Background: an optimization exercise with open tools, aiming at small area. Do not read the settings as production practice. Function was checked by simulation only, so behaviour that the tests miss may differ from the original. The clock cells of runs 1 and 2 come from the design's own scripts or RTL, not from TritonCTS. The flow treats the clock pin as an ideal source. Dropping or thinning the clock tree relies on that and would not hold on a real chip. Power figures rest on the tool's default switching activity, not on a simulated workload.

==> flow/design.v, too long to show whole: its modules and the start of the top module <==
// module spr_p1: 2588 lines
// module spr_p2x: 20 lines
// module txt_start: 114 lines
// module txt_go: 177 lines
// module txt_to: 156 lines
// module txt_win: 110 lines
// module txt_digit: 213 lines
// module kof_top: 286 lines
module kof_top(input wire clk, input wire rst, input wire [3:0] btn, input wire ps2d, ps2c,
			input wire [7:0] sw, output wire [3:0] an, output wire [7:0] segment,
			output wire hsync, vsync, output wire [2:0] rgb);
  // ...
==> flow/flow/run.sh <==
#!/bin/bash
set -euo pipefail
LIB=$FLOW_HOME/platforms/sky130hd/lib/sky130_fd_sc_hd__tt_025C_1v80.lib
RES=orfs/results/sky130hd/kof_top/base
T=${DEEPSYN_T:-300}
T2=${DEEPSYN_T2:-300}
W=$PWD
bash standard.sh synth > synth.log 2>&1
cp $RES/1_2_yosys.v std_synth.v
python3 flow/mk_techmap.py $LIB > cells_comb.v
DU=$(sed -n '/DONT_USE_CELLS/,/^$/p' $FLOW_HOME/platforms/sky130hd/config.mk | grep -o "sky130_fd_sc_hd__[a-z0-9_]*" | sed 's/^/-dont_use /' | tr '\n' ' ')
remap() {  # remap NAME SCRIPT
  cat > remap_$1.ys <<EOS
read_liberty -lib $LIB
read_verilog std_synth.v
hierarchy -check -top kof_top
techmap -map cells_comb.v
techmap
opt -purge
abc -liberty $LIB $DU -script $2
splitnets
opt_clean -purge
hilomap -singleton -hicell sky130_fd_sc_hd__conb_1 HI -locell sky130_fd_sc_hd__conb_1 LO
insbuf -buf sky130_fd_sc_hd__buf_4 A X
opt_clean -purge
tee -o remap_stat_$1.txt stat -liberty $LIB
write_verilog -noattr -nohex -nodec remap_$1.v
EOS
  yosys -s remap_$1.ys > remap_$1.log 2>&1 || true
}
best_of() {  # print the name of the smallest remap_<name>.v among the given names
  for n in "$@"; do a=$(grep 'Chip area' remap_stat_$n.txt 2>/dev/null | awk '{print $NF}'); [ -n "$a" ] && [ -s remap_$n.v ] && echo "$a $n"; done | sort -g | head -1 | awk '{print $2}'
}
# round 1: deepsyn from the standard netlist, 4 seeds
for S in 0 1 2 3; do
  printf 'strash\n&get -n\n&deepsyn -T %s -S %s\n&put\nwrite_blif %s/deep_r1_%s.blif\namap\n' $T $S $W $S > r1_$S.abc
  remap r1_$S r1_$S.abc &
done
wait
B1=$(best_of r1_0 r1_1 r1_2 r1_3); B1=${B1#r1_}
# round 2: deepsyn again from round 1's best, 4 other seeds
for S in 4 5 6 7; do
  printf 'read_blif %s/deep_r1_%s.blif\nstrash\n&get -n\n&deepsyn -T %s -S %s\n&put\nwrite_blif %s/deep_r2_%s.blif\namap\n' $W $B1 $T2 $S $W $S > r2_$S.abc
  remap r2_$S r2_$S.abc &
done
wait
# each round-2 result mapped a few more ways
for S in 4 5 6 7; do
  printf 'read_blif %s/deep_r2_%s.blif\nstrash\ndch -f\namap\n' $W $S > r2_${S}_b.abc
  printf 'read_blif %s/deep_r2_%s.blif\nstrash\namap -F 5 -A 5\n' $W $S > r2_${S}_c.abc
  printf 'read_blif %s/deep_r2_%s.blif\nstrash\ndch -f\namap -F 5 -A 5\n' $W $S > r2_${S}_d.abc
  for V in b c d; do remap r2_${S}_$V r2_${S}_$V.abc & done
done
wait
grep 'Chip area' remap_stat_*.txt > remap_areas.txt || true
BEST=$(for f in remap_stat_*.txt; do a=$(grep 'Chip area' $f | awk '{print $NF}'); n=${f#remap_stat_}; n=${n%.txt}; [ -n "$a" ] && [ -s remap_$n.v ] && echo "$a $n"; done | sort -g | head -1 | awk '{print $2}')
echo "best $BEST" >> remap_areas.txt
cp remap_$BEST.v $RES/1_2_yosys.v
rm -f $RES/1_synth.odb $RES/1_synth.sdc
# clock tree: after ORFS's CTS, flow/clock_tree.tcl rebuilds it as one clkbuf_8 root driving
# CT_NB clkbuf_8 buffers, each driving one positional cluster of flip-flops
export CT_NB=12 CT_LEAF=sky130_fd_sc_hd__clkbuf_8 CT_ROOT=sky130_fd_sc_hd__clkbuf_8
bash standard.sh BUFFER_PORTS_ARGS="-buffer_cell sky130_fd_sc_hd__buf_1" \
  CTS_ARGS="-sink_clustering_enable -repair_clock_nets -dont_use_dummy_load -buf_list sky130_fd_sc_hd__clkbuf_8" \
  POST_CTS_TCL=$W/flow/clock_tree.tcl finish > finish.log 2>&1
==> flow/flow/clock_tree.tcl <==
# Run after ORFS's clock tree synthesis (POST_CTS_TCL): replace its tree by a clkbuf root
# (CT_ROOT, optional) driving CT_NB buffers (CT_LEAF), each driving one positional cluster of
# the flip-flops; the clock port drives only the root (or the CT_NB <= 4 buffers).
set NB [expr {[info exists ::env(CT_NB)] ? $::env(CT_NB) : 4}]
set LEAF [expr {[info exists ::env(CT_LEAF)] ? $::env(CT_LEAF) : "sky130_fd_sc_hd__clkbuf_16"}]
set ROOT [expr {[info exists ::env(CT_ROOT)] ? $::env(CT_ROOT) : ""}]
set block [ord::get_db_block]
set clknet [$block findNet clk]
set bufm [[ord::get_db] findMaster $LEAF]
# walk the tree from the clock port: buffers to remove, flip-flop clock pins to reconnect
set sinks {}
set oldbufs {}
set oldnets {}
set todo [list $clknet]
while {[llength $todo]} {
  set net [lindex $todo 0]
  set todo [lrange $todo 1 end]
  foreach it [$net getITerms] {
    if {![$it isInputSignal]} { continue }
    set inst [$it getInst]
    set mname [[$inst getMaster] getName]
    if {[string match "sky130_fd_sc_hd__clkbuf_*" $mname] || [string match "sky130_fd_sc_hd__clkinv_*" $mname] && [string match "clk*" [$inst getName]]} {
      if {[lsearch -exact $oldbufs $inst] < 0} {
        lappend oldbufs $inst
        foreach ot [$inst getITerms] {
          if {[$ot isOutputSignal] && [$ot getNet] ne "NULL"} {
            lappend oldnets [$ot getNet]
            lappend todo [$ot getNet]
          }
        }
      }
    } else {
      lappend sinks $it
    }
  }
}
puts "clock_tree.tcl: [llength $sinks] sinks, removing [llength $oldbufs] buffers"
foreach it $sinks { $it disconnect }
foreach inst $oldbufs { odb::dbInst_destroy $inst }
foreach net $oldnets { odb::dbNet_destroy $net }
# sink positions
set pts {}
foreach it $sinks {
  set b [[$it getInst] getBBox]
  lappend pts [list [expr {([$b xMin] + [$b xMax]) / 2}] [expr {([$b yMin] + [$b yMax]) / 2}]]
}
# k-means, started from sinks spread along x+y
set n [llength $pts]
set order [lsort -integer -indices [lmap p $pts {expr {[lindex $p 0] + [lindex $p 1]}}]]
set cent {}
for {set k 0} {$k < $NB} {incr k} {
  lappend cent [lindex $pts [lindex $order [expr {int(($k + 0.5) * $n / $NB)}]]]
}
for {set iter 0} {$iter < 30} {incr iter} {
  set asg {}
  foreach p $pts {
    set best 0; set bd 1e30
    for {set k 0} {$k < $NB} {incr k} {
      set c [lindex $cent $k]
      set d [expr {abs([lindex $p 0] - [lindex $c 0]) + abs([lindex $p 1] - [lindex $c 1])}]
      if {$d < $bd} { set bd $d; set best $k }
    }
    lappend asg $best
  }
  set nc {}
  for {set k 0} {$k < $NB} {incr k} {
    set sx 0; set sy 0; set cnt 0
    foreach p $pts a $asg { if {$a == $k} { incr sx [lindex $p 0]; incr sy [lindex $p 1]; incr cnt } }
    if {$cnt} { lappend nc [list [expr {$sx / $cnt}] [expr {$sy / $cnt}]] } else { lappend nc [lindex $cent $k] }
  }
  set cent $nc
}
set drv $clknet
if {$ROOT ne ""} {
  set rb [odb::dbInst_create $block [[ord::get_db] findMaster $ROOT] "clkbuf_root"]
  set drv [odb::dbNet_create $block "clk_root"]
  $drv setSigType CLOCK
  [$rb findITerm A] connect $clknet
  [$rb findITerm X] connect $drv
  set sx 0; set sy 0
  foreach c $cent { incr sx [lindex $c 0]; incr sy [lindex $c 1] }
  $rb setLocation [expr {$sx / $NB}] [expr {$sy / $NB}]
  $rb setPlacementStatus PLACED
}
for {set k 0} {$k < $NB} {incr k} {
  set buf [odb::dbInst_create $block $bufm "clkbuf_leaf_$k"]
  set net [odb::dbNet_create $block "clk_leaf_$k"]
  $net setSigType CLOCK
  [$buf findITerm A] connect $drv
  [$buf findITerm X] connect $net
  foreach it $sinks a $asg { if {$a == $k} { $it connect $net } }
  set c [lindex $cent $k]
  $buf setLocation [lindex $c 0] [lindex $c 1]
  $buf setPlacementStatus PLACED
}
detailed_placement
check_placement -verbose
estimate_parasitics -placement
report_clock_skew
==> flow/flow/mk_techmap.py <==
# Generate a yosys techmap turning combinational sky130 cells into generic logic.
import re, sys
lib = open(sys.argv[1]).read()
out = []
# crude liberty parser: cell blocks
seen = set()
for m in re.finditer(r'\n\s*cell\s*\(\s*"?([\w]+)"?\s*\)\s*\{', lib):
    name = m.group(1)
    if name in seen:
        continue
    seen.add(name)
    # find block end by brace matching
    i = m.end(); depth = 1
    while depth:
        c = lib[i]
        if c == '{': depth += 1
        elif c == '}': depth -= 1
        i += 1
    body = lib[m.end():i]
    if re.search(r'\bff\s*\(|\blatch\s*\(|statetable', body):
        continue
    pins = []
    for pm in re.finditer(r'\n\s*pin\s*\(\s*"?(\w+)"?\s*\)\s*\{', body):
        j = pm.end(); d = 1
        while d:
            c = body[j]
            if c == '{': d += 1
            elif c == '}': d -= 1
            j += 1
        pb = body[pm.end():j]
        dirm = re.search(r'direction\s*:\s*"?(\w+)"?', pb)
        fm = re.search(r'function\s*:\s*"([^"]*)"', pb)
        pins.append((pm.group(1), dirm.group(1) if dirm else None, fm.group(1) if fm else None))
    outs = [p for p in pins if p[1] == 'output']
    ins = [p for p in pins if p[1] == 'input']
    if not outs or any(o[2] is None for o in outs):
        continue
    if re.search(r'three_state|tristate', body):
        continue
    ports = [p[0] for p in ins] + [o[0] for o in outs]
    s = f"module {name}(" + ", ".join(ports) + ");\n"
    for p in ins: s += f"  input {p[0]};\n"
    for o in outs:
        f = o[2].replace('!', '~')
        f = re.sub(r'\)\s*\(', ') & (', f)
        s += f"  output {o[0]};\n  assign {o[0]} = {f};\n"
    s += "endmodule\n"
    out.append(s)
print("\n".join(out))
==> flow/standard.sh <==
#!/bin/bash
# synth_recipe.tcl (not shown) runs the flow's synth.tcl, then flattens the netlist and writes it again
# the make line also repeats each setting of config.mk as NAME=value (left out here)
make -C /OpenROAD-flow-scripts/flow DESIGN_CONFIG=/design/flow/config.mk WORK_HOME=/design/flow/orfs CLKGATE_MAP_FILE= SYNTH_SCRIPT=/design/flow/synth_recipe.tcl "${@:-finish}"
==> flow/config.mk <==
export PLATFORM = sky130hd
export DESIGN_NAME = kof_top
export DESIGN_NICKNAME = kof_top
export VERILOG_FILES = /design/flow/design.v
export SDC_FILE = /design/flow/constraint.sdc
export NUM_CORES = 4
export LEC_CHECK = 0
export CAP_MARGIN = 20
export CORE_MARGIN = 2
export CORE_UTILIZATION = 60
export SLEW_MARGIN = 20
export SYNTH_MEMORY_MAX_BITS = 131072
==> flow/constraint.sdc <==
create_clock -name core_clock -period 20.0 [get_ports {clk}]
set_input_delay 4.0000 -clock core_clock [delete_from_list [all_inputs] [get_ports {clk}]]
set_output_delay 4.0000 -clock core_clock [all_outputs]
set_load 0.01 [all_outputs]
==> report_table.html, run 1 <==
<table>
<tr><th>Metric</th><th>Value</th></tr>
<tr><th colspan="2">Critical path</th></tr>
<tr><td>Worst path most repeated cell</td><td>sky130_fd_sc_hd__o21ai_0</td></tr>
<tr><td>Arrival time of data at the critical path endpoint</td><td>around 7.7 ns</td></tr>
<tr><td>Last element of the critical path</td><td>rgb_reg[2]</td></tr>
<tr><td>Data required time at the worst endpoint</td><td>20.38 ns</td></tr>
<tr><td>Register-to-register setup slack</td><td>12.70 ns</td></tr>
<tr><td>Maximum cell stage delay along the critical path</td><td>between 0.7 and 0.8 ns</td></tr>
<tr><th colspan="2">Power</th></tr>
<tr><td>Overall power</td><td>0.000480 W</td></tr>
<tr><td>Power attributed to the clock group</td><td>roughly 0.00015 W</td></tr>
<tr><td>Power in sequential cells</td><td>a little under 0.0003 W</td></tr>
<tr><td>Clk network pwr share</td><td>between 30% and 40%</td></tr>
<tr><td>Combinational fraction of design power</td><td>7.0%</td></tr>
<tr><th colspan="2">Global route</th></tr>
<tr><td>Vias in the first global route</td><td>7988</td></tr>
<tr><td>Global route hottest layer</td><td>met2</td></tr>
<tr><td>GRT Overall Usage</td><td>33.4%</td></tr>
<tr><th colspan="2">Layout</th></tr>
<tr><td>Register with the most flip-flops</td><td>c1s</td></tr>
<tr><td>Area Growth Syn to Fin</td><td>6.21%</td></tr>
<tr><td>Inverters excl. clock</td><td>about 170</td></tr>
<tr><td>Fraction of standard cell area that is sequential</td><td>about a third</td></tr>
<tr><td>Number of sequential cells</td><td>about 150</td></tr>
<tr><td>Max reg flops</td><td>19</td></tr>
<tr><td>Area occupied by multi-input gates</td><td>between 4000 and 5000 µm²</td></tr>
<tr><td>Layout cells sized above 1</td><td>under 10%</td></tr>
<tr><th colspan="2">Flow run</th></tr>
<tr><td>Max-cap viol count</td><td>0</td></tr>
<tr><th colspan="2">Routing</th></tr>
<tr><td>Vias per cell</td><td>~6.5</td></tr>
<tr><td>Topmost layer with routed signal wires</td><td>met4</td></tr>
<tr><th colspan="2">Clocking</th></tr>
<tr><td>Latest clock arrival within the worst-skew pair</td><td>approximately 0.45 ns</td></tr>
<tr><th colspan="2">Min path</th></tr>
<tr><td>Worst Min Path Start</td><td>c1s[2]</td></tr>
<tr><td>Endpoint with the worst hold slack</td><td>c1s[3]</td></tr>
<tr><th colspan="2">Floorplanning</th></tr>
<tr><td>Placeable core region</td><td>13800 µm²</td></tr>
<tr><td>Area enclosed by the die boundary</td><td>14900 µm²</td></tr>
<tr><td>Number of tapcells</td><td>180</td></tr>
<tr><th colspan="2">STA</th></tr>
<tr><td>Minimum clock period</td><td>~7.3 ns</td></tr>
<tr><td>Setup repair after global routing missed its margin</td><td>no</td></tr>
<tr><td>Final Hold Viols</td><td>0</td></tr>
<tr><td>Achievable frequency</td><td>between 0.1 and 0.15 GHz</td></tr>
<tr><td>Summed negative setup slack over all endpoints</td><td>0 ns</td></tr>
<tr><th colspan="2">Synth</th></tr>
<tr><td>Post-Syn Instances</td><td>between 1000 and 1500</td></tr>
<tr><td>Post-synthesis cell area</td><td>roughly 8400 µm²</td></tr>
<tr><td>Synthesis Warnings</td><td>8</td></tr>
<tr><td>Post-synthesis area per instance</td><td>between 7 and 8 µm²</td></tr>
<tr><th colspan="2">Place</th></tr>
<tr><td>Number of buffers inserted by port buffering</td><td>21</td></tr>
<tr><td>Placer Congestion</td><td>1.04</td></tr>
<tr><th colspan="2">Run status</th></tr>
<tr><td>Outcome</td><td>no timing/DRC/antenna violations</td></tr>
</table>
==> module kof_top, before the edit <==
module kof_top(input wire clk, input wire rst, input wire [3:0] btn, input wire ps2d, ps2c,
			input wire [7:0] sw, output wire [3:0] an, output wire [7:0] segment,
			output wire hsync, vsync, output wire [2:0] rgb);
	wire grst = rst | ~sw[0];           
	reg mod2;
	reg [9:0] hc, vc;
	reg hs, vs;
	wire h_end = (hc == 10'd799);
	wire v_end = (vc == 10'd524);
	always @(posedge clk)
		if (rst) begin
			mod2 <= 1'b0; hc <= 10'd0; vc <= 10'd0;
		end else begin
			mod2 <= ~mod2;
			if (mod2) hc <= h_end ? 10'd0 : hc + 10'd1;
			if (mod2 & h_end) vc <= v_end ? 10'd0 : vc + 10'd1;
		end
	always @(posedge clk) begin
		hs <= (hc >= 10'd656) && (hc <= 10'd751);
		vs <= (vc >= 10'd513) && (vc <= 10'd514);
	end
	assign hsync = hs;
	assign vsync = vs;
	wire video_on = (hc < 10'd640) && (vc < 10'd480);
	wire frame = (vc == 10'd481) && (hc == 10'd0) && ~mod2;
	reg [1:0] gs;
	reg over, timeout;
	wire gs_start = (gs == 2'd0);
	wire gs_run = (gs == 2'd1);
	always @(posedge clk)
		if (grst) gs <= 2'd0;
		else case (gs)
			2'd0: gs <= 2'd1;
			2'd1: if (over) gs <= 2'd3; else if (timeout) gs <= 2'd2;
			default: ;
		endcase
	wire greset = rst | gs_start;        
	reg pr;                              
	reg pdec;                            
	reg pdm;                             
	reg [2:0] t1L;
	reg [3:0] t0L;
	reg [3:0] b1L, b2L;
	reg [2:0] hv;                        
	reg [3:0] R;                         
	reg [2:0] t1;
	reg [3:0] t0;
	always @(*) begin
		t1 = t1L; t0 = t0L;
		if (pr) begin t1 = 3'd6; t0 = 4'd0; end
		else if (pdec) begin
			if (t0L == 4'd0) begin t0 = 4'd9; t1 = t1L - 3'd1; end
			else t0 = t0L - 4'd1;
		end
	end
	wire tzero = (t1 == 3'd0) && (t0 == 4'd0);
	reg [18:0] c1s;
	wire sec = (c1s == 19'h0fbf1);
	always @(posedge clk)
		if (greset | sec) c1s <= 19'd0;
		else c1s <= {c1s[17:0], ~(c1s[18] ^ c1s[17])};
	wire c1p = R[3] | (R[2] ? (b1L <= 4'd10) : (b1L == 4'd0));
	wire c2p = R[1] | (R[0] ? (b2L <= 4'd10) : (b2L == 4'd0));
	wire [3:0] b1 = pr ? 4'd15 : ~pdm ? b1L : c1p ? 4'd0 : R[2] ? b1L - 4'd10 : b1L;
	wire [3:0] b2 = pr ? 4'd15 : ~pdm ? b2L : c2p ? 4'd0 : R[0] ? b2L - 4'd10 : b2L;
	wire [3:0] b1v = pr ? 4'd15 : b1L;
	wire [3:0] b2v = pr ? 4'd15 : b2L;
	wire dmg = (hv == 3'd0);
	wire c1 = (dmg & R[3]) | ((dmg & R[2]) ? (b1v <= 4'd10) : (b1v == 4'd0));
	wire c2 = (dmg & R[1]) | ((dmg & R[0]) ? (b2v <= 4'd10) : (b2v == 4'd0));
	always @(posedge clk) begin
		pr <= greset;
		pdec <= ~greset & gs_run & ~tzero & sec;
		pdm <= ~greset & frame & gs_run & dmg;
		t1L <= t1; t0L <= t0;
		b1L <= b1; b2L <= b2;
	end
	always @(posedge clk)
		if (greset) begin
			timeout <= 1'b0; over <= 1'b0;
		end else begin
			if (gs_run & tzero) timeout <= 1'b1;
			if (frame & gs_run & (c1 | c2)) over <= 1'b1;
		end
	always @(posedge clk)
		if (grst) hv <= 3'd7;
		else if (frame & ~gs_start) hv <= (hv == 3'd5) ? 3'd0 : (hv == 3'd7) ? 3'd1 : hv + 3'd1;
	wire [3:0] hitn;
	always @(posedge clk)
		if (frame & ~gs_start & (hv == 3'd4)) R <= gs_run ? hitn : 4'd0;
	reg [12:0] cd;
	always @(posedge clk)
		if (rst) cd <= 13'd0;
		else if (mod2 && (hc[4:0] == 5'd31)) cd <= cd + 13'd1;
	wire [1:0] sel = cd[12:11];
	assign an = ~(4'b0001 << sel);
	wire [3:0] dv = sel[1] ? b1L : b2L;
	wire tens = (dv >= 4'd10);
	wire [3:0] units = tens ? dv - 4'd10 : dv;
	wire [3:0] digit = sel[0] ? {3'b000, tens} : units;
	reg [6:0] seg;
	always @(*)
		case (digit)
			4'd0: seg = 7'b1000000;
			4'd1: seg = 7'b1111001;
			4'd2: seg = 7'b0100100;
			4'd3: seg = 7'b0110000;
			4'd4: seg = 7'b0011001;
			4'd5: seg = 7'b0010010;
			4'd6: seg = 7'b0000010;
			4'd7: seg = 7'b1111000;
			4'd8: seg = 7'b0000000;
			4'd9: seg = 7'b0010000;
			4'd10: seg = 7'b0001000;
			4'd11: seg = 7'b0000011;
			4'd12: seg = 7'b1000110;
			4'd13: seg = 7'b0100001;
			4'd14: seg = 7'b0000110;
			default: seg = 7'b0001110;
		endcase
	assign segment = {1'b1, seg};
	reg s0, s1, s2, s3;
	wire ne = ~s0 & ~s1 & s2 & s3;
	reg [3:0] cnt;
	reg nsh;
	reg [7:0] din;
	reg kbrk, kexp, kdone;
	reg [3:0] rs;
	reg kb;                              
	reg [3:0] asc;                       
	reg [3:0] cls;
	always @(*) begin
		cls = 4'd0;
		if (~kexp)
			case (din)
				8'h23: cls = 4'b1000;    
				8'h1C: cls = 4'b1001;    
				8'h1D: cls = 4'b1010;    
				8'h1B: cls = 4'b1011;    
				default: cls = 4'd0;
			endcase
		else
			case (din)
				8'h6B: cls = 4'b1100;    
				8'h74: cls = 4'b1101;    
				8'h75: cls = 4'b1110;    
				8'h72: cls = 4'b1111;    
				default: cls = 4'd0;
			endcase
	end
	always @(posedge clk) nsh <= ne;
	always @(posedge clk)
		if (nsh && (cnt >= 4'd2) && (cnt <= 4'd9)) din <= {ps2d, din[7:1]};
	always @(posedge clk)
		if (grst) begin
			s0 <= 1'b0; s1 <= 1'b0; s2 <= 1'b0; s3 <= 1'b0;
			cnt <= 4'd0;
			kbrk <= 1'b0; kexp <= 1'b0; kdone <= 1'b0;
			kb <= 1'b0; rs <= 4'd0; asc <= 4'd0;
		end else begin
			s0 <= ps2c; s1 <= s0; s2 <= s1; s3 <= s2;
			if (cnt == 4'd11) cnt <= 4'd0;
			else if (ne) cnt <= cnt + 4'd1;
			kdone <= (cnt == 4'd11) && (din != 8'hE0) && (din != 8'hF0);
			if (cnt == 4'd11) begin
				if (din == 8'hE0) kexp <= 1'b1;
				else if (din == 8'hF0) kbrk <= 1'b1;
			end
			if (kdone) begin
				kb <= kbrk;
				kbrk <= 1'b0;
			end
			rs <= {rs[2:0], kdone};
			if (rs[3]) begin
				kexp <= 1'b0;
				if (~kb) asc <= cls;
			end
		end
	wire [3:0] act = (~kb & asc[3]) ? asc : 4'd0;
	reg [7:0] x1, x2;
	reg [2:0] a1, a2;
	reg [1:0] f1, f2;
	reg dl1, dl2;
	reg [2:0] a1n, a2n;
	reg [1:0] f1n, f2n;
	reg dl1n, dl2n;
	reg [7:0] x1n, x2n;
	reg p1f, p1b;
	wire [7:0] dx = x2 - x1;
	wire hitc = (dx < 8'd16);             
	assign hitn = {(a2 == 3'd3) && (f2 == 2'd2) && hitc, (a2 == 3'd4) && (f2 == 2'd2) && hitc,
	                   (a1 == 3'd3) && (f1 == 2'd2) && hitc, (a1 == 3'd4) && (f1 == 2'd2) && hitc};
	always @(*) begin
		a1n = a1; f1n = f1; dl1n = dl1;
		a2n = a2; f2n = f2; dl2n = dl2;
		if (a1 == 3'd0) begin
			if (act[3] & ~act[2]) begin a1n = {1'b0, act[1:0]} + 3'd1; f1n = 2'd0; end
		end else if (f1 != 2'd3) begin
			if (dl1) begin f1n = f1 + 2'd1; dl1n = 1'b0; end
			else dl1n = 1'b1;
		end else begin
			a1n = 3'd0; f1n = 2'd0; dl1n = 1'b0;
		end
		if (a2 == 3'd0) begin
			if (act[3] & act[2]) begin a2n = {1'b0, act[1:0]} + 3'd1; f2n = 2'd0; end
		end else if (f2 != 2'd3) begin
			if (dl2) begin f2n = f2 + 2'd1; dl2n = 1'b0; end
			else dl2n = 1'b1;
		end else begin
			a2n = 3'd0; f2n = 2'd0; dl2n = 1'b0;
		end
		x1n = x1;
		p1f = (a1n == 3'd1) && (dx >= 8'd9);
		p1b = (a1n == 3'd2) && (x1 > 8'd8);
		if (p1f) x1n = x1 + 8'd1;
		else if (p1b) x1n = x1 - 8'd1;
		x2n = x2;
		if ((a2n == 3'd1) && (p1f ? (dx >= 8'd10) : p1b ? (dx >= 8'd8) : (dx >= 8'd9))) x2n = x2 - 8'd1;
		else if ((a2n == 3'd2) && (x2 <= 8'd138)) x2n = x2 + 8'd1;
	end
	always @(posedge clk)
		if (rst | (frame & ~gs[0])) begin
			x1 <= 8'd25; x2 <= 8'd37;
			a1 <= 3'd0; f1 <= 2'd0; dl1 <= 1'b0;
			a2 <= 3'd0; f2 <= 2'd0; dl2 <= 1'b0;
		end else if (frame & gs_run) begin
			x1 <= x1n; x2 <= x2n;
			a1 <= a1n; f1 <= f1n; dl1 <= dl1n;
			a2 <= a2n; f2 <= f2n; dl2 <= dl2n;
		end
	wire [9:0] ry = vc - 10'd380;
	wire on_y = (vc >= 10'd380) && (vc <= 10'd444);
	wire [10:0] dxs = {1'b0, hc} - {1'b0, (mod2 ? {x2, 2'b10} : {x1, 2'b00})};
	wire s_on = on_y && ~dxs[10] && ((dxs[9:6] == 4'd0) || (dxs[9:0] == 10'd64));
	wire [1:0] qb, qx;
	spr_p1 sp(.a(mod2 ? a2 : a1), .f(mod2 ? f2 : f1), .row(ry[5:2]), .col(mod2 ? ~dxs[5:2] : dxs[5:2]), .q(qb));
	spr_p2x sx(.a(a2), .f(f2), .row(ry[5:2]), .col(dxs[5:2]), .q(qx));
	reg [1:0] q1r;
	always @(posedge clk) q1r <= s_on ? qb : 2'b11;
	wire [1:0] q1 = q1r;
	wire [1:0] q2 = {qb[0], qb[1]} ^ qx;
	wire p1_vis = (q1 != 2'b11);
	wire p2_vis = s_on && (q2 != 2'b11);
	wire bar_y = (vc >= 10'd10) && (vc <= 10'd60);
	wire p1bar = bar_y && (hc >= 10'd10) && (hc <= 10'd210);
	wire p2bar = bar_y && (hc >= 10'd330) && (hc <= 10'd530);
	wire red1 = (hc <= 10'd10 + {5'd0, b1v, 1'b0});
	wire red2 = (hc >= 10'd530 - {5'd0, b2v, 1'b0});
	wire ground = (vc >= 10'd444);
	reg [2:0] grgb;
	always @(*)
		if (p1_vis) grgb = {q1[1], q1[0], q1[0]};
		else if (p2_vis) grgb = {q2[1], q2[1], q2[0]};
		else if (p1bar) grgb = red1 ? 3'b100 : 3'b111;
		else if (p2bar) grgb = red2 ? 3'b100 : 3'b111;
		else if (ground) grgb = 3'b010;
		else grgb = 3'b111;
	wire [4:0] X5 = hc[9:5];
	wire [4:0] Y5 = vc[9:5];
	wire br_start = gs_start && (Y5 == 5'd4) && (X5 >= 5'd5) && (X5 <= 5'd9);
	wire br_go = (gs == 2'd3) && (Y5 == 5'd4) && (X5 >= 5'd4) && (X5 <= 5'd12);
	wire br_to = (gs == 2'd2) && (Y5 == 5'd4) && (X5 >= 5'd4) && (X5 <= 5'd10);
	wire br_win = gs[1] && (Y5 == 5'd6) && (X5 >= 5'd5) && (X5 <= 5'd10);
	wire br_time = (Y5 == 5'd1) && (X5 >= 5'd7) && (X5 <= 5'd8);
	wire p1wins = (b2v == 4'd0);
	wire txt = br_start | br_go | br_to | br_win | br_time;
	wire txt_real = br_start | br_go | br_to | (br_win & p1wins) | br_time;
	wire [7:0] c0row = 8'b00011000;
	wire tb_start, tb_go, tb_to, tb_win, tb_dig;
	txt_start u_ts(.x(X5), .r(vc[4:2]), .c(hc[4:2]), .q(tb_start));
	txt_go u_tg(.x(X5), .r(vc[4:2]), .c(hc[4:2]), .q(tb_go));
	txt_to u_tt(.x(X5), .r(vc[4:2]), .c(hc[4:2]), .q(tb_to));
	txt_win u_tw(.x(X5), .r(vc[4:2]), .c(hc[4:2]), .q(tb_win));
	txt_digit u_td(.d((X5 == 5'd7) ? {1'b0, t1L} : t0L), .r(vc[4:2]), .c(hc[4:2]), .q(tb_dig));
	wire tbit = br_start ? tb_start : br_go ? tb_go : br_to ? tb_to : (br_win & p1wins) ? tb_win :
	            br_time ? tb_dig : c0row[~hc[4:2]];
	reg fbit;
	always @(posedge clk) fbit <= tbit;
	wire [2:0] frgb = (txt_real & fbit) ? 3'b000 : 3'b111;
	wire [2:0] rgb_next = ~video_on ? 3'b000 : txt ? frgb : grgb;
	reg [2:0] rgb_reg;
	always @(posedge clk)
		if (rst | sw[1]) rgb_reg <= 3'b000;
		else if (mod2) rgb_reg <= rgb_next;
	assign rgb = rgb_reg;
endmodule
==> run 2: changes to the inputs <==
--- a/flow/design.v
+++ b/flow/design.v
@@ -3503,8 +3503,9 @@
 	reg [3:0] cnt;
 	reg nsh;
 	reg [7:0] din;
-	reg kbrk, kexp, kdone;
-	reg [3:0] rs;
+	reg kbrk, kexp;
+	reg [2:0] kc;                        
+	wire kdone = (kc == 3'd1);
 	reg kb;                              
 	reg [3:0] asc;                       
 	reg [3:0] cls;
@@ -3534,13 +3535,14 @@
 		if (grst) begin
 			s0 <= 1'b0; s1 <= 1'b0; s2 <= 1'b0; s3 <= 1'b0;
 			cnt <= 4'd0;
-			kbrk <= 1'b0; kexp <= 1'b0; kdone <= 1'b0;
-			kb <= 1'b0; rs <= 4'd0; asc <= 4'd0;
+			kbrk <= 1'b0; kexp <= 1'b0; kc <= 3'd0;
+			kb <= 1'b0; asc <= 4'd0;
 		end else begin
 			s0 <= ps2c; s1 <= s0; s2 <= s1; s3 <= s2;
 			if (cnt == 4'd11) cnt <= 4'd0;
 			else if (ne) cnt <= cnt + 4'd1;
-			kdone <= (cnt == 4'd11) && (din != 8'hE0) && (din != 8'hF0);
+			if ((cnt == 4'd11) && (din != 8'hE0) && (din != 8'hF0)) kc <= 3'd1;
+			else if (kc != 3'd0) kc <= (kc == 3'd5) ? 3'd0 : kc + 3'd1;
 			if (cnt == 4'd11) begin
 				if (din == 8'hE0) kexp <= 1'b1;
 				else if (din == 8'hF0) kbrk <= 1'b1;
@@ -3549,8 +3551,7 @@
 				kb <= kbrk;
 				kbrk <= 1'b0;
 			end
-			rs <= {rs[2:0], kdone};
-			if (rs[3]) begin
+			if (kc == 3'd5) begin
 				kexp <= 1'b0;
 				if (~kb) asc <= cls;
 			end
--- a/flow/flow/run.sh
+++ b/flow/flow/run.sh
@@ -2,8 +2,9 @@
 set -euo pipefail
 LIB=$FLOW_HOME/platforms/sky130hd/lib/sky130_fd_sc_hd__tt_025C_1v80.lib
 RES=orfs/results/sky130hd/kof_top/base
-T=${DEEPSYN_T:-300}
-T2=${DEEPSYN_T2:-300}
+T=${DEEPSYN_T:-240}
+T2=${DEEPSYN_T2:-240}
+ROUNDS=${DEEPSYN_ROUNDS:-4}
 W=$PWD
 bash standard.sh synth > synth.log 2>&1
 cp $RES/1_2_yosys.v std_synth.v
@@ -37,19 +38,27 @@
   remap r1_$S r1_$S.abc &
 done
 wait
-B1=$(best_of r1_0 r1_1 r1_2 r1_3); B1=${B1#r1_}
-# round 2: deepsyn again from round 1's best, 4 other seeds
-for S in 4 5 6 7; do
-  printf 'read_blif %s/deep_r1_%s.blif\nstrash\n&get -n\n&deepsyn -T %s -S %s\n&put\nwrite_blif %s/deep_r2_%s.blif\namap\n' $W $B1 $T2 $S $W $S > r2_$S.abc
-  remap r2_$S r2_$S.abc &
+# rounds 2..ROUNDS: deepsyn again from the previous round's best, 4 other seeds each
+PREV=$(best_of r1_0 r1_1 r1_2 r1_3)
+for R in $(seq 2 $ROUNDS); do
+  names=""
+  for k in 0 1 2 3; do
+    S=$((4 * (R - 1) + k))
+    printf 'read_blif %s/deep_%s.blif\nstrash\n&get -n\n&deepsyn -T %s -S %s\n&put\nwrite_blif %s/deep_r%s_%s.blif\namap\n' $W $PREV $T2 $S $W $R $S > r${R}_$S.abc
+    remap r${R}_$S r${R}_$S.abc &
+    names="$names r${R}_$S"
+  done
+  wait
+  NEW=$(best_of $PREV $names)
+  PREV=$NEW
 done
-wait
-# each round-2 result mapped a few more ways
-for S in 4 5 6 7; do
-  printf 'read_blif %s/deep_r2_%s.blif\nstrash\ndch -f\namap\n' $W $S > r2_${S}_b.abc
-  printf 'read_blif %s/deep_r2_%s.blif\nstrash\namap -F 5 -A 5\n' $W $S > r2_${S}_c.abc
-  printf 'read_blif %s/deep_r2_%s.blif\nstrash\ndch -f\namap -F 5 -A 5\n' $W $S > r2_${S}_d.abc
-  for V in b c d; do remap r2_${S}_$V r2_${S}_$V.abc & done
+# the last round's results mapped a few more ways
+for f in deep_r${ROUNDS}_*.blif; do
+  n=${f#deep_}; n=${n%.blif}
+  printf 'read_blif %s/%s\nstrash\ndch -f\namap\n' $W $f > ${n}_b.abc
+  printf 'read_blif %s/%s\nstrash\namap -F 5 -A 5\n' $W $f > ${n}_c.abc
+  printf 'read_blif %s/%s\nstrash\ndch -f\namap -F 5 -A 5\n' $W $f > ${n}_d.abc
+  for V in b c d; do remap ${n}_$V ${n}_$V.abc & done
 done
 wait
 grep 'Chip area' remap_stat_*.txt > remap_areas.txt || true
==> run 2 against run 1 <==
Compared with the run above: still clean on timing, DRC and antenna; via count rose by 3.5%; register-to-register slack got worse by 0.53 ns; die area rose by 0.39%; clock skew rose by 0.0077 ns; global-route usage rose by 1.6 points; design area rose by 0.55%; combinational power rose by 84%; clock power barely moved; first-iteration DRC count fell by 14%; utilization rose by 0.35 points; area after synthesis rose by 0.40%; critical endpoint is now rgb_reg[0]; largest cell class unchanged; largest power group unchanged.
==> report_table.html, run 2 <==
<table>
<tr><th>Metric</th><th>Value</th></tr>
<tr><th colspan="2">Layout</th></tr>
<tr><td>Register with the most flip-flops</td><td>c1s (unchanged)</td></tr>
<tr><td>Final #Nets</td><td>1261 (was 1241)</td></tr>
<tr><td>Most common library cell in the layout ignoring fill and taps</td><td>sky130_fd_sc_hd__nor2_1 (unchanged)</td></tr>
<tr><td>Count of antenna diodes in the layout</td><td>0 (unchanged)</td></tr>
<tr><td>Top Registers</td><td>c1s (19), cd (13) (unchanged)</td></tr>
<tr><td>Layout cells sized above 1</td><td>1.69% (was 1.55%)</td></tr>
<tr><td>Highest-count cells in the layout ignoring fill and taps</td><td>274 x sky130_fd_sc_hd__nor2_1, 182 x sky130_fd_sc_hd__clkinv_1, 133 x sky130_fd_sc_hd__dfxtp_1 (was 227 x sky130_fd_sc_hd__nor2_1, 174 x sky130_fd_sc_hd__clkinv_1, 135 x sky130_fd_sc_hd__dfxtp_1)</td></tr>
<tr><td>Number of cells in the finished layout apart from fillers</td><td>1423 (was 1403)</td></tr>
<tr><td>Area Growth Syn to Fin</td><td>6.36% (was 6.21%)</td></tr>
<tr><td>Max reg flops</td><td>19 (unchanged)</td></tr>
<tr><th colspan="2">Floorplanning</th></tr>
<tr><td>Initial Util</td><td>61.1% (was 60.9%)</td></tr>
<tr><td>Placeable core region</td><td>13800 µm² (unchanged)</td></tr>
<tr><td>Area enclosed by the die boundary</td><td>15000 µm² (was 14900 µm²)</td></tr>
<tr><td>I/O pin cnt</td><td>33 (unchanged)</td></tr>
<tr><td>Vertical die dimension</td><td>122 µm (about the same)</td></tr>
<tr><td># rows</td><td>43 (unchanged)</td></tr>
<tr><td>Floorplan die width</td><td>122 µm (about the same)</td></tr>
<tr><th colspan="2">STA</th></tr>
<tr><td>Minimum clock period</td><td>7.83 ns (was 7.30 ns)</td></tr>
<tr><td>Worst Hold Margin</td><td>0.433 ns (was 0.414 ns)</td></tr>
<tr><td>Worst clock skew</td><td>0.0430 ns (was 0.0352 ns)</td></tr>
<tr><td>Achievable frequency</td><td>0.128 GHz (was 0.137 GHz)</td></tr>
<tr><td>Fraction of the cycle the final worst path needs</td><td>39.2% (was 36.5%)</td></tr>
<tr><td>Total of endpoints with negative setup slack in the final report</td><td>0 (unchanged)</td></tr>
<tr><td>Number of pins exceeding their max-slew limit in the final report</td><td>0 (unchanged)</td></tr>
<tr><td>Summed negative setup slack over all endpoints</td><td>0 ns (unchanged)</td></tr>
<tr><td>Setup repair after global routing missed its margin</td><td>no (unchanged)</td></tr>
<tr><td>Headroom to the max-slew limit</td><td>35.9% (was 33.9%)</td></tr>
<tr><td>Slew @ Worst Pin</td><td>0.960 ns (was 0.986 ns)</td></tr>
<tr><td>Final Hold Viols</td><td>0 (unchanged)</td></tr>
<tr><th colspan="2">Critical path</th></tr>
<tr><td>Crit end category</td><td>flop (unchanged)</td></tr>
<tr><td>Data required time at the worst endpoint</td><td>20.33 ns (was 20.38 ns)</td></tr>
<tr><td>Maximum cell stage delay along the critical path</td><td>0.96 ns (was 0.73 ns)</td></tr>
<tr><td>Arrival time of data at the critical path endpoint</td><td>8.16 ns (was 7.68 ns)</td></tr>
<tr><td>Highest-delay cell along the critical path</td><td>sky130_fd_sc_hd__dfxtp_1 (was sky130_fd_sc_hd__a31oi_1)</td></tr>
<tr><td>Worst path most repeated cell</td><td>sky130_fd_sc_hd__nor2_1 (was sky130_fd_sc_hd__o21ai_0)</td></tr>
<tr><td>Top cell family by delay on the critical path</td><td>compound AO/OA/AOI/OAI gates (unchanged)</td></tr>
<tr><td>Worst path bufs/invs</td><td>5 (unchanged)</td></tr>
<tr><td>Sort of element at the start of the critical path</td><td>flop (unchanged)</td></tr>
<tr><td>Reg-to-Reg Start</td><td>mod2 (unchanged)</td></tr>
<tr><td>Origin of the worst setup path</td><td>mod2 (unchanged)</td></tr>
<tr><td>Critical path class</td><td>flop to flop (unchanged)</td></tr>
<tr><td>Maximum fanout encountered on the critical timing path</td><td>23 (was 27)</td></tr>
<tr><th colspan="2">Power</th></tr>
<tr><td>Worst voltage drop across the vdd grid</td><td>0.0545 mV (was 0.0643 mV)</td></tr>
<tr><td>Power Dens Cells</td><td>56.4 nW/µm² (was 53.9 nW/µm²)</td></tr>
<tr><td>Overall power</td><td>0.000505 W (was 0.000480 W)</td></tr>
<tr><td>Leakage power of the design</td><td>2.93 nW (was 2.80 nW)</td></tr>
<tr><th colspan="2">Routing</th></tr>
<tr><td>Post-route DRC violation count</td><td>0 (unchanged)</td></tr>
<tr><td>1st-pass router iterations</td><td>10 (was 6)</td></tr>
<tr><td>Mean routed wirelength per cell</td><td>18.5 µm (was 18.0 µm)</td></tr>
<tr><td>Count of routing violations after the opening detailed-route iteration</td><td>937 (was 1095)</td></tr>
<tr><td>Vias per cell</td><td>6.59 (was 6.46)</td></tr>
<tr><td>Post-route ant nets</td><td>0 (unchanged)</td></tr>
<tr><td>Total wire length</td><td>26.3 mm (was 25.3 mm)</td></tr>
<tr><td>DR vias</td><td>9376 (was 9063)</td></tr>
<tr><th colspan="2">Clocking</th></tr>
<tr><td>Sinks on Clock Net</td><td>145 (was 147)</td></tr>
<tr><td>Latest clock arrival within the worst-skew pair</td><td>0.47 ns (was 0.45 ns)</td></tr>
<tr><td>Clock slew at reported path FFs</td><td>0.10 ns (about the same)</td></tr>
<tr><th colspan="2">Place</th></tr>
<tr><td>Placer Congestion</td><td>0.993 (was 1.04)</td></tr>
<tr><td>Number of buffers inserted by port buffering</td><td>21 (unchanged)</td></tr>
<tr><td>Half-perimeter wire length after placement</td><td>19.6 mm (was 19.1 mm)</td></tr>
<tr><td>Placed cell count</td><td>1410 (was 1390)</td></tr>
<tr><th colspan="2">Run status</th></tr>
<tr><td>Outcome</td><td>no timing/DRC/antenna violations (unchanged)</td></tr>
<tr><th colspan="2">Global route</th></tr>
<tr><td>Vias in the first global route</td><td>8562 (was 7988)</td></tr>
<tr><td>GRT Overall Usage</td><td>35.0% (was 33.4%)</td></tr>
<tr><td>Global route overflow</td><td>0 (unchanged)</td></tr>
<tr><td>Global-route wire length before repair</td><td>42.4 mm (was 40.1 mm)</td></tr>
<tr><td>Pin count of the biggest net entering global routing</td><td>33 (was 28)</td></tr>
<tr><td>Antenna violations before repair</td><td>0 (unchanged)</td></tr>
<tr><th colspan="2">Flow run</th></tr>
<tr><td>Max-cap viol count</td><td>0 (unchanged)</td></tr>
<tr><th colspan="2">Min path</th></tr>
<tr><td>Worst Min Path Start</td><td>c1s[1] (was c1s[2])</td></tr>
<tr><td>Path type of the worst min-delay path</td><td>flop to flop (unchanged)</td></tr>
<tr><th colspan="2">Synth</th></tr>
<tr><td>Synthesis Warnings</td><td>8 (unchanged)</td></tr>
<tr><td>Post-Syn Instances</td><td>1202 (was 1184)</td></tr>
<tr><td>Post-synthesis cell area</td><td>8420 µm² (was 8380 µm²)</td></tr>
<tr><td>Syn_nets</td><td>1218 (was 1200)</td></tr>
<tr><td>Post-synthesis area per instance</td><td>7.00 µm² (was 7.08 µm²)</td></tr>
</table>
[run 2: final timing paths]
check | to | slack (ns) | depth (start not counted)
min | c1s[2] | 0.43 | 2
max | rgb_reg[0] | 12.17 | 31
max reg2reg | rgb_reg[0] | 12.17 | 31
min reg2reg | c1s[2] | 0.43 | 2
[run 2: where the power goes]
| group | internal, W | total (W) | switching, W |
|---|---|---|---|
| Combinational | 0.0000191 | 0.0000615 | 0.0000425 |
| Clock | 0.0000576 | 0.000147 | 0.0000896 |
| Sequential | 0.000293 | 0.000296 | 0.00000270 |
[run 2: layer usage]
| layer | track usage [%] | share of wire (%) |
|---|---|---|
| met3 | 5.34 | 10 |
| met2 | 57.4 | 45 |
| met5 | 0 | 0 |
| met1 | 46.6 | 41 |
| met4 | 13.4 | 3.7 |
[run 2: stage by stage]
stage                     setup slack, ns  area, µm²  utilization, %
after global routing                11.64       8950            65.0
after floorplan                     13.87       8420               -
after global placement              12.43       8770            63.7
final                               12.17       8950            65.0
after detailed placement            12.52       8770            63.7
[run 2: worst reg2reg max path, delay by kind of cell (launching register included)]
family                 cells  cell delay, ns
DFF                        1            0.96
AOI/OAI and AO/OA         15            3.32
and+or+nand+nor           11            1.71
buffers and inverters      5            1.70
[run 2: layout make-up]
cell class / instances / area (µm²)
Fill cell: 1250 / 4820
Multi-Input combinational cell: 874 / 4700
Sequential cell: 145 / 3020
Inverter: 182 / 683
Tap cell: 180 / 225
Buffer: 13 / 179
Timing Repair Buffer: 29 / 139
==> run 3: changes to the inputs <==
--- a/flow/flow/run.sh
+++ b/flow/flow/run.sh
@@ -2,9 +2,9 @@
 set -euo pipefail
 LIB=$FLOW_HOME/platforms/sky130hd/lib/sky130_fd_sc_hd__tt_025C_1v80.lib
 RES=orfs/results/sky130hd/kof_top/base
-T=${DEEPSYN_T:-240}
-T2=${DEEPSYN_T2:-240}
-ROUNDS=${DEEPSYN_ROUNDS:-4}
+T=${DEEPSYN_T:-150}
+T2=${DEEPSYN_T2:-150}
+ROUNDS=${DEEPSYN_ROUNDS:-2}
 W=$PWD
 bash standard.sh synth > synth.log 2>&1
 cp $RES/1_2_yosys.v std_synth.v
@@ -67,8 +67,9 @@
 cp remap_$BEST.v $RES/1_2_yosys.v
 rm -f $RES/1_synth.odb $RES/1_synth.sdc
 # clock tree: after ORFS's CTS, flow/clock_tree.tcl rebuilds it as one clkbuf_8 root driving
-# CT_NB clkbuf_8 buffers, each driving one positional cluster of flip-flops
-export CT_NB=12 CT_LEAF=sky130_fd_sc_hd__clkbuf_8 CT_ROOT=sky130_fd_sc_hd__clkbuf_8
+# CT_NB or more clkbuf_8 buffers (more if the clock slew estimate is too high), each driving one
+# cluster of flip-flops
+export CT_NB=12 CT_LEAF=sky130_fd_sc_hd__clkbuf_8 CT_ROOT=sky130_fd_sc_hd__clkbuf_8 CT_MAX_SLEW=0.095
 bash standard.sh BUFFER_PORTS_ARGS="-buffer_cell sky130_fd_sc_hd__buf_1" \
   CTS_ARGS="-sink_clustering_enable -repair_clock_nets -dont_use_dummy_load -buf_list sky130_fd_sc_hd__clkbuf_8" \
   POST_CTS_TCL=$W/flow/clock_tree.tcl finish > finish.log 2>&1
==> flow/flow/clock_tree.tcl (replaced) <==
# Run after ORFS's clock tree synthesis (POST_CTS_TCL): replace its tree by a CT_ROOT buffer
# driving CT_NB buffers (CT_LEAF), each driving one cluster of the flip-flops (clusters of equal
# size by recursive bisection of their positions). If the estimated slew at any flip-flop clock
# pin exceeds CT_MAX_SLEW, the tree is rebuilt with more buffers.
set NB [expr {[info exists ::env(CT_NB)] ? $::env(CT_NB) : 12}]
set LEAF [expr {[info exists ::env(CT_LEAF)] ? $::env(CT_LEAF) : "sky130_fd_sc_hd__clkbuf_8"}]
set ROOT [expr {[info exists ::env(CT_ROOT)] ? $::env(CT_ROOT) : "sky130_fd_sc_hd__clkbuf_8"}]
set MAXS [expr {[info exists ::env(CT_MAX_SLEW)] ? $::env(CT_MAX_SLEW) : 0.095}]
set db [ord::get_db]
set block [ord::get_db_block]
set clknet [$block findNet clk]
# walk the tree from the clock port: buffers to remove, flip-flop clock pins to reconnect
set sinks {}
set oldbufs {}
set oldnets {}
set todo [list $clknet]
while {[llength $todo]} {
  set net [lindex $todo 0]
  set todo [lrange $todo 1 end]
  foreach it [$net getITerms] {
    if {![$it isInputSignal]} { continue }
    set inst [$it getInst]
    set mname [[$inst getMaster] getName]
    if {[string match "sky130_fd_sc_hd__clkbuf_*" $mname] || [string match "sky130_fd_sc_hd__clkinv_*" $mname] && [string match "clk*" [$inst getName]]} {
      if {[lsearch -exact $oldbufs $inst] < 0} {
        lappend oldbufs $inst
        foreach ot [$inst getITerms] {
          if {[$ot isOutputSignal] && [$ot getNet] ne "NULL"} {
            lappend oldnets [$ot getNet]
            lappend todo [$ot getNet]
          }
        }
      }
    } else {
      lappend sinks $it
    }
  }
}
puts "clock_tree.tcl: [llength $sinks] sinks, removing [llength $oldbufs] buffers"
foreach it $sinks { $it disconnect }
foreach inst $oldbufs { odb::dbInst_destroy $inst }
foreach net $oldnets { odb::dbNet_destroy $net }
set pos {}
foreach it $sinks {
  set b [[$it getInst] getBBox]
  lappend pos [list [expr {([$b xMin] + [$b xMax]) / 2}] [expr {([$b yMin] + [$b yMax]) / 2}] $it]
}
# recursive bisection into n clusters of (nearly) equal size
proc bisect {items n} {
  if {$n <= 1 || [llength $items] <= 1} { return [list $items] }
  set xs [lmap p $items {lindex $p 0}]; set ys [lmap p $items {lindex $p 1}]
  set w [expr {[tcl::mathfunc::max {*}$xs] - [tcl::mathfunc::min {*}$xs]}]
  set h [expr {[tcl::mathfunc::max {*}$ys] - [tcl::mathfunc::min {*}$ys]}]
  set k [expr {$w >= $h ? 0 : 1}]
  set s [lsort -integer -index $k $items]
  set n1 [expr {$n / 2}]
  set cut [expr {int(round([llength $s] * double($n1) / $n))}]
  return [concat [bisect [lrange $s 0 [expr {$cut - 1}]] $n1] [bisect [lrange $s $cut end] [expr {$n - $n1}]]]
}
proc build {nb} {
  global block db clknet pos LEAF ROOT made
  set made {}
  set clusters [bisect $pos $nb]
  set rb [odb::dbInst_create $block [$db findMaster $ROOT] "clkbuf_root"]
  set drv [odb::dbNet_create $block "clk_root"]
  $drv setSigType CLOCK
  [$rb findITerm A] connect $clknet
  [$rb findITerm X] connect $drv
  lappend made $rb $drv
  set ax 0; set ay 0; set k 0
  foreach c $clusters {
    if {![llength $c]} { continue }
    set buf [odb::dbInst_create $block [$db findMaster $LEAF] "clkbuf_leaf_$k"]
    set net [odb::dbNet_create $block "clk_leaf_$k"]
    $net setSigType CLOCK
    [$buf findITerm A] connect $drv
    [$buf findITerm X] connect $net
    set sx 0; set sy 0
    foreach p $c { [lindex $p 2] connect $net; incr sx [lindex $p 0]; incr sy [lindex $p 1] }
    set cx [expr {$sx / [llength $c]}]; set cy [expr {$sy / [llength $c]}]
    $buf setLocation $cx $cy
    $buf setPlacementStatus PLACED
    incr ax $cx; incr ay $cy
    lappend made $buf $net
    incr k
  }
  $rb setLocation [expr {$ax / $k}] [expr {$ay / $k}]
  $rb setPlacementStatus PLACED
}
proc teardown {} {
  global made pos
  foreach p $pos { [lindex $p 2] disconnect }
  foreach {i n} $made { odb::dbInst_destroy $i; odb::dbNet_destroy $n }
}
proc max_clk_slew {} {
  estimate_parasitics -placement
  set mx 0
  foreach p [get_pins -hierarchical */CLK] {
    set s [get_property $p slew_max]
    if {$s > $mx} { set mx $s }
  }
  return $mx
}
set_propagated_clock [all_clocks]
foreach nb [list $NB [expr {$NB + 2}] [expr {$NB + 4}] [expr {$NB + 6}] 24] {
  build $nb
  detailed_placement
  set s [max_clk_slew]
  puts "clock_tree.tcl: $nb leaf buffers, estimated max flip-flop clock slew $s"
  if {$s <= $MAXS || $nb >= 24} { break }
  teardown
}
check_placement -verbose
report_clock_skew
==> run 3 against run 2 <==
Compared with the run above: the flow now stops in clock tree synthesis; area after synthesis decreased by 0.16%; synthesized cell count decreased by 1.6%.
==> report_table.html, run 3 <==
<table>
<tr><th>Metric</th><th>Value</th></tr>
<tr><th colspan="2">Run status</th></tr>
<tr><td>Outcome</td><td>aborted with a tool error (was no timing/DRC/antenna violations)</td></tr>
<tr><td>Failed at</td><td>clock tree synthesis</td></tr>
<tr><td>Error message</td><td>Error: cts.tcl, 90 can't read "pos": no such variable</td></tr>
<tr><th colspan="2">Place</th></tr>
<tr><td>Number of buffers inserted by port buffering</td><td>21 (unchanged)</td></tr>
<tr><td>Post-detailed-placement cell area</td><td>8760 µm² (was 8770 µm²)</td></tr>
<tr><td>Placed cell count</td><td>1391 (was 1410)</td></tr>
<tr><td>Placer Congestion</td><td>1.05 (was 0.993)</td></tr>
<tr><td>Half-perimeter wire length after placement</td><td>18.9 mm (was 19.6 mm)</td></tr>
<tr><th colspan="2">Floorplanning</th></tr>
<tr><td>Floorplan die width</td><td>122 µm (about the same)</td></tr>
<tr><td># rows</td><td>43 (unchanged)</td></tr>
<tr><td>I/O pin cnt</td><td>33 (unchanged)</td></tr>
<tr><td>Initial Util</td><td>61.0% (was 61.1%)</td></tr>
<tr><td>Vertical die dimension</td><td>122 µm (about the same)</td></tr>
<tr><th colspan="2">Synth</th></tr>
<tr><td>Post-synthesis area per instance</td><td>7.10 µm² (was 7.00 µm²)</td></tr>
<tr><td>Synthesis Warnings</td><td>8 (unchanged)</td></tr>
<tr><td>Post-synthesis cell area</td><td>8400 µm² (was 8420 µm²)</td></tr>
<tr><td>Syn_nets</td><td>1199 (was 1218)</td></tr>
<tr><td>Post-Syn Instances</td><td>1183 (was 1202)</td></tr>
</table>
## run 3: power by group through the flow
stage	sequential [W]	combinational, W	clock (W)
floorplan	0.000301	0.0000258	0
global placement	0.000301	0.0000398	0
detailed placement	0.000301	0.0000390	0
## run 3: through the flow
| step | hold WS, ns | setup WS [ns] | utilization [%] |
|---|---|---|---|
| 2_1_floorplan | 0.398 | 13.47 | - |
| 3_3_place_gp | 0.407 | 12.49 | 63.6 |
| 3_5_place_dp | 0.410 | 12.60 | 63.6 |
## run 3: worst max path at each step
stage	to	slack (ns)	cells past startpoint
detailed placement	rgb_reg[1]	12.60	26
global placement	rgb_reg[1]	12.49	26
floorplan	rgb_reg[1]	13.47	22

what the ideal ports hide:
How much do the figures lean on ideal ports? The routed layouts below were timed once more, with nothing changed but the port constraints. Step 1, drivers: a clkbuf_16 drives clk and a buf_2 each remaining input, both assumed. Step 2 times the ports against the registers' clock, not the clock port: input delays grow and output delays shrink by t, the midpoint of the rising clock arrivals with the driver on. Slacks: ideal ports / drivers / drivers and shift; pairs: ideal ports / drivers.
run	t (ns)	slack for setup (ns)	hold WS [ns]	worst setup path at the end	clock arrival spread, ns
run 1	0.467	12.699 / 12.699 / 12.699	0.414 / 0.414 / 0.414	register to register	0.036 / 0.036
run 2	0.490	12.168 / 12.168 / 12.168	0.433 / 0.433 / 0.433	register to register	0.044 / 0.043
After both steps setup and hold are still met in every run listed.
